Context: an optimization exercise on an open-source flow, tuned for small area, a short achievable clock period and few clock cycles per item. The choices shown serve that exercise and are no tape-out recipe.
Function was checked by simulation only, so behaviour that the tests miss may differ from the original.
No activity file was given, so power comes from the tool's default toggle rates.

== old ==
==> flow/design.v (excerpt) <==
module conv_top(clk, rst, start, image, filter, ready, result);
  input clk, rst, start;
  input [127:0] image;
  input [71:0] filter;
  output ready;
  output [31:0] result;
  reg [111:0] st_q;
  wire t0_g0 = filter[1] & filter[0];
  wire t0_p7;
  xor_cell ut0_p7(.a(filter[1]), .b(filter[0]), .y(t0_p7));
  wire t0_g1 = filter[2] & filter[1];
  wire t0_p8;
  xor_cell ut0_p8(.a(filter[2]), .b(filter[1]), .y(t0_p8));
  wire t0_g2 = filter[3] & filter[2];
  wire t0_p9;
  xor_cell ut0_p9(.a(filter[3]), .b(filter[2]), .y(t0_p9));
  wire t0_g3 = filter[4] & filter[3];
  wire t0_p10;
  xor_cell ut0_p10(.a(filter[4]), .b(filter[3]), .y(t0_p10));
  wire t0_g4 = filter[5] & filter[4];
  wire t0_p11;
  xor_cell ut0_p11(.a(filter[5]), .b(filter[4]), .y(t0_p11));
  wire t0_g5 = filter[6] & filter[5];
  wire t0_p12;
  xor_cell ut0_p12(.a(filter[6]), .b(filter[5]), .y(t0_p12));
  wire t0_g6 = filter[7] & filter[6];
  wire t0_p13;
  xor_cell ut0_p13(.a(filter[7]), .b(filter[6]), .y(t0_p13));
  wire ao16;
  ao21_cell uao16(.a(t0_g1), .b(t0_p8), .c(t0_g0), .y(ao16));
  wire t0_P15 = t0_p8 & t0_p7;
  wire ao19;
  ao21_cell uao19(.a(t0_g3), .b(t0_p10), .c(t0_g2), .y(ao19));
  wire t0_P18 = t0_p10 & t0_p9;
  wire ao22;
  ao21_cell uao22(.a(t0_g5), .b(t0_p12), .c(t0_g4), .y(ao22));
  wire t0_P21 = t0_p12 & t0_p11;
  wire ao25;
  ao21_cell uao25(.a(t0_g2), .b(t0_p9), .c(ao16), .y(ao25));
  wire t0_P24 = t0_p9 & t0_P15;
  wire ao28;
  ao21_cell uao28(.a(ao19), .b(t0_P18), .c(ao16), .y(ao28));
  wire t0_P27 = t0_P18 & t0_P15;
  wire ao31;
  ao21_cell uao31(.a(t0_g6), .b(t0_p13), .c(ao22), .y(ao31));
  wire t0_P30 = t0_p13 & t0_P21;
  wire ao34;
  ao21_cell uao34(.a(t0_g4), .b(t0_p11), .c(ao28), .y(ao34));
  wire t0_P33 = t0_p11 & t0_P27;
  ...
clock: 7.0 ns
lec_check: 0
cap_margin: 20
cell_pad_in_sites_global_placement: 1
core_margin: 2
core_utilization: 35
gpl_timing_driven: 1
place_density: 0.5
setup_slack_margin: 2.0
slew_margin: 20
synth_hierarchical: 1
standard.sh (not shown) runs the stock make flow with config.mk's settings and CLKGATE_MAP_FILE= SYNTH_SCRIPT=/design/flow/synth_recipe.tcl, a recipe that flattens the netlist after the stock synthesis.
==> flow/flow/run.sh <==
#!/bin/bash
# Own flow: the standard layout (standard.sh), except that the port
# buffers use sky130_fd_sc_hd__buf_2 instead of the resizer's default delay
# buffer. Every input and output port still gets its own buffer.
set -euo pipefail
export BUFFER_PORTS_ARGS="-buffer_cell sky130_fd_sc_hd__buf_2"
bash standard.sh > standard.log 2>&1
Per the final summary, old finished and its layout is clean on timing, DRC and antenna.
Testbench counts of old, summed over its fixed seeds: cycles 1,024, items 1,024.
### old -> new
-- flow/config.mk --
<<< old, line 13
export PLACE_DENSITY = 0.5
export SETUP_SLACK_MARGIN = 2.0
export SLEW_MARGIN = 20
>>> new, line 13
export PLACE_DENSITY = 0.5
export SETUP_SLACK_MARGIN = 2.5
export SLEW_MARGIN = 20
--- outcome ---
All of new and old finish clean.
Going from old to new, the number of setup buffers added after CTS was found to have gone up by 85.
new vs. old: internal portion of total power higher, final antenna diode count rose 1.
Route | new vs old | wire longer in new
Taking old as the reference point, the post-route standard cell area excluding fillers of new rises by 12%.
For old, the beginning of the critical path was filter[20], unlike new, where it was filter[56].
Looking at utilization, new sits 5.0 points higher than old does.
Looking at switching power as a share of total power, new sits 1.9 points below old.
Diff old -> new: multi-input gate share of the layout cell area shows a reduction of 2.9 points; worst path setup slack after routing went up.

---

## the reference run
conv_top, a different RTL version from the one above (not shown whole).
Size: roughly 2100 cells after synthesis, about 120 flip-flops, about 240 I/O pins, ~0.025 mm^2 of cells after synthesis.
clock: 7.0 ns
lec_check: 0
cap_margin: 20
cell_pad_in_sites_global_placement: 1
core_margin: 2
core_utilization: 35
gpl_timing_driven: 1
place_density: 0.5
setup_slack_margin: 2.25
slew_margin: 20
synth_hierarchical: 1
Scripts as last shown in full above: flow/flow/run.sh
Both conditions hold for the reference run: the flow ran to the end and the final layout passed the timing, design-rule and antenna checks.
Testbench counts of the reference run, summed over its fixed seeds: cycles 1,024, items 1,024.
[inputs] the trial run vs the reference run
diff --git a/flow/config.mk b/flow/config.mk
--- a/flow/config.mk
+++ b/flow/config.mk
@@ -13,3 +13,3 @@
 export PLACE_DENSITY = 0.5
-export SETUP_SLACK_MARGIN = 2.25
+export SETUP_SLACK_MARGIN = 2.0
 export SLEW_MARGIN = 20
Results
The fraction of area in multi-input gates in the trial run was higher than what the reference run gave. Diff the reference run and the trial run: slack of the critical path higher in the reference run. Area taken by multi-input logic gates (the trial run vs. the reference run) decreases slightly.

## separate check: timing with driven ports
The results above use ideal ports. As a check the final layouts listed here were re-extracted and re-timed, cells and wires unchanged. Step 1, drivers: a clkbuf_16 drives clk and a buf_2 each remaining input, both assumed. Step 2 times the ports against the registers' clock, not the clock port: input delays grow and output delays shrink by t, the midpoint of the rising clock arrivals with the driver on. Slacks: ideal / step 1 / step 2; pairs: ideal / step 1.
| run | t (ns) | setup WS [ns] | worst setup path at the end | worst data-port slew with drivers (ns) | pins driven straight from the clock port |
|---|---|---|---|---|---|
| old | 0.466 | 1.859 / 1.895 / 1.430 | input to register | 0.07 | 1 |
| new | 0.467 | 2.120 / 2.106 / 1.640 | input to register | 0.25 | 1 |
| the reference run | 0.548 | 2.137 / 2.061 / 1.513 | input to register | 0.23 | 1 |
| the trial run | 0.548 | 1.859 / 1.895 / 1.347 | input to register | 0.05 | 1 |
After both steps setup and hold are still met in every run listed. For the reference run, which loses most, drivers alone change the setup slack by -0.076 ns; drivers and shift together by -0.624 ns.
